Source: an optimization exercise on an open RTL-to-GDS flow (aim: small area, a short achievable clock period and few clock cycles per item). Production flows keep margins and buffers that such runs may drop.

middle:
==> flow/design.v (excerpt) <==
module initialization(
    input [127:0] key,
    input [127:0] nonce,
    input clk,
    input rst,
    input start,
    output reg finish,
    output reg [319:0] state
 );
   localparam [63:0] IV = 64'h00001000808c0001;
   reg        busy;
   reg [3:0]  rnd;
   reg        last;    
   wire [127:0] kx = last ? key : 128'd0;
   wire [319:0] nxt;
   Perm P(.S(state), .rnd(rnd), .k3(kx[127:64]), .k4(kx[63:0]), .S_out(nxt));
   always @(posedge clk) begin
      if (rst) begin
         busy   <= 1'b0;
         finish <= 1'b0;
      end else if (start && !busy) begin
         busy   <= 1'b1;
         finish <= 1'b0;
      end else if (busy && last) begin
         busy   <= 1'b0;
         finish <= 1'b1;
      end
   end
   always @(posedge clk) begin
      if (busy) begin
         state <= nxt;
         rnd   <= rnd + 4'd1;
         last  <= (rnd == 4'd10);
      end else if (start) begin
         state <= {IV, key, nonce};
         rnd   <= 4'd0;
         last  <= 1'b0;
      end
   end
endmodule
Size: roughly 580 I/O pins, ~0.031 mm2 of cells after synthesis.
==> module sbox, before the edit <==
module sbox(
    input  [63:0] x0, x1, x2, x3, x4,
    output [63:0] sl0, sl1, sl2, sl3, sl4
    );
    assign sl0 = (x1 & ~(x4 ^ x2 ^ x0)) ^ x3 ^ x2 ^ x0;
    assign sl1 = ((x1 | x2 | x3) & ~(x1 & x2 & x3)) ^ x4 ^ x0;
    assign sl2 = ~((x4 & ~x3) ^ x2 ^ x1);
    assign sl3 = ((x4 ^ x3) & ~x0) ^ x2 ^ x1 ^ x0;
    assign sl4 = (x1 & ~(x4 ^ x0)) ^ x4 ^ x3;
endmodule
==> module linear_sub, before the edit <==
module linear_sub(
    input  [63:0] x0, x1, x2, x3, x4,
    input  [63:0] k3, k4,
    output [63:0] o0, o1, o2, o3, o4
    );
    function [63:0] ror(input [63:0] x, input integer n);
        ror = (x >> n) | (x << (64 - n));
    endfunction
    assign o0 = (x0 ^ ror(x0, 19)) ^ ror(x0, 28);
    assign o1 = (x1 ^ ror(x1, 61)) ^ ror(x1, 39);
    assign o2 = (x2 ^ ror(x2, 1))  ^ ror(x2, 6);
    assign o3 = (x3 ^ ror(x3, 10)) ^ (ror(x3, 17) ^ k3);
    assign o4 = (x4 ^ ror(x4, 7))  ^ (ror(x4, 41) ^ k4);
endmodule
==> module Perm, before the edit <==
module Perm(
    input  [319:0] S,
    input  [3:0]   rnd,
    input  [63:0]  k3, k4,
    output [319:0] S_out
    );
    wire [63:0] x0, x1, x2, x3, x4;
    assign {x0, x1, x2, x3, x4} = S;
    wire [63:0] c2;
    RND_Const L1(.x2_in(x2), .rnd(rnd), .x2_out(c2));
    wire [63:0] b0, b1, b2, b3, b4;
    sbox L2(.x0(x0), .x1(x1), .x2(c2), .x3(x3), .x4(x4),
            .sl0(b0), .sl1(b1), .sl2(b2), .sl3(b3), .sl4(b4));
    linear_sub L3(.x0(b0), .x1(b1), .x2(b2), .x3(b3), .x4(b4), .k3(k3), .k4(k4),
            .o0(S_out[319:256]), .o1(S_out[255:192]), .o2(S_out[191:128]),
            .o3(S_out[127:64]), .o4(S_out[63:0]));
endmodule
clock: 5.0 ns
lec_check: 0
cap_margin: 20
core_margin: 2
core_utilization: 35
cts_cluster_diameter: 80
cts_cluster_size: 40
gpl_routability_driven: 0
setup_slack_margin: 2.6
slew_margin: 20
standard.sh (not shown) runs the stock make flow with config.mk's settings and CLKGATE_MAP_FILE= SYNTH_SCRIPT=/design/flow/synth_recipe.tcl, a recipe that flattens the netlist after the stock synthesis.
==> flow/flow/run.sh <==
#!/bin/bash
set -euo pipefail
export BUFFER_PORTS_ARGS="-buffer_cell sky130_fd_sc_hd__buf_2"
bash standard.sh > standard.log 2>&1
#### Input delta (east over middle)
==> flow/design.v, changed modules only <==
module sbox(
    input  [63:0] x0, x1, x2, x3, x4,
    output [63:0] n0, n1, n2, n3, n4,
    output [63:0] l0, l1, l2, l3, l4
    );
    assign n0 = x1 & ~(x4 ^ x2 ^ x0);
    assign l0 = x3 ^ x2 ^ x0;
    assign n1 = (x1 ^ x2) | (x2 ^ x3);
    assign l1 = x4 ^ x0;
    assign n2 = x4 & ~x3;
    assign l2 = ~(x2 ^ x1);
    assign n3 = (x4 ^ x3) & ~x0;
    assign l3 = x2 ^ x1 ^ x0;
    assign n4 = x1 & ~(x4 ^ x0);
    assign l4 = x4 ^ x3;
endmodule
module linear_sub(
    input  [63:0] n0, n1, n2, n3, n4,
    input  [63:0] l0, l1, l2, l3, l4,
    input  [63:0] k3, k4,
    output [63:0] o0, o1, o2, o3, o4
    );
    function [63:0] ror(input [63:0] x, input integer n);
        ror = (x >> n) | (x << (64 - n));
    endfunction
    function [63:0] sig(input [63:0] x, input integer a, input integer b);
        sig = x ^ ror(x, a) ^ ror(x, b);
    endfunction
    assign o0 = sig(n0, 19, 28) ^ sig(l0, 19, 28);
    assign o1 = sig(n1, 61, 39) ^ sig(l1, 61, 39);
    assign o2 = sig(n2, 1, 6)   ^ sig(l2, 1, 6);
    assign o3 = sig(n3, 10, 17) ^ (sig(l3, 10, 17) ^ k3);
    assign o4 = sig(n4, 7, 41)  ^ (sig(l4, 7, 41) ^ k4);
endmodule
module Perm(
    input  [319:0] S,
    input  [3:0]   rnd,
    input  [63:0]  k3, k4,
    output [319:0] S_out
    );
    wire [63:0] x0, x1, x2, x3, x4;
    assign {x0, x1, x2, x3, x4} = S;
    wire [63:0] c2;
    RND_Const L1(.x2_in(x2), .rnd(rnd), .x2_out(c2));
    wire [63:0] n0, n1, n2, n3, n4, l0, l1, l2, l3, l4;
    sbox L2(.x0(x0), .x1(x1), .x2(c2), .x3(x3), .x4(x4),
            .n0(n0), .n1(n1), .n2(n2), .n3(n3), .n4(n4),
            .l0(l0), .l1(l1), .l2(l2), .l3(l3), .l4(l4));
    linear_sub L3(.n0(n0), .n1(n1), .n2(n2), .n3(n3), .n4(n4),
            .l0(l0), .l1(l1), .l2(l2), .l3(l3), .l4(l4), .k3(k3), .k4(k4),
            .o0(S_out[319:256]), .o1(S_out[255:192]), .o2(S_out[191:128]),
            .o3(S_out[127:64]), .o4(S_out[63:0]));
endmodule
--- outcome ---
- east: PASS, flow complete, no timing, DRC or antenna violations
- Of the two values seen for class of the tightest hold or removal check, flop to flop was produced by middle and primary input to flop by east.
- Summary of east over middle: critical path depth down 1; routed wire length on met3 fell by 8.0%; final standard cell utilization of the core closely matched the old numbers; post-synthesis compound-gate area fraction shows an increase of 0.33 points.
- Non-clock buffer count on east is down relative to middle.
No functional check of the RTL was part of any run of this note.

-- what the ideal ports hide --
Ports are ideal in the flow. The routed layouts listed here were re-timed in OpenROAD. Step 1: set_driving_cell puts a clkbuf_16 on clk and a buf_2 on each other input, an assumption about the parent block. Step 2 also shifts input and output timing later by t, the mid clock arrival at the registers, as if the neighbouring blocks saw the same clock. Three values: ideal, step 1, step 2; two values: the first two.
run | shift t [ns] | setup slack, ns | worst setup path after step 2 | worst data-port slew with drivers (ns) | pins driven straight from the clock port
middle | 0.712 | 2.403 / 2.403 / 2.114 | input to register | 0.14 | 1
east | 0.708 | 2.456 / 2.424 / 2.271 | input to register | 0.15 | 1
After both steps every run listed still meets setup and hold. The setup slack of middle, which loses most, moves by 0.000 ns with the drivers and by -0.289 ns with both steps.
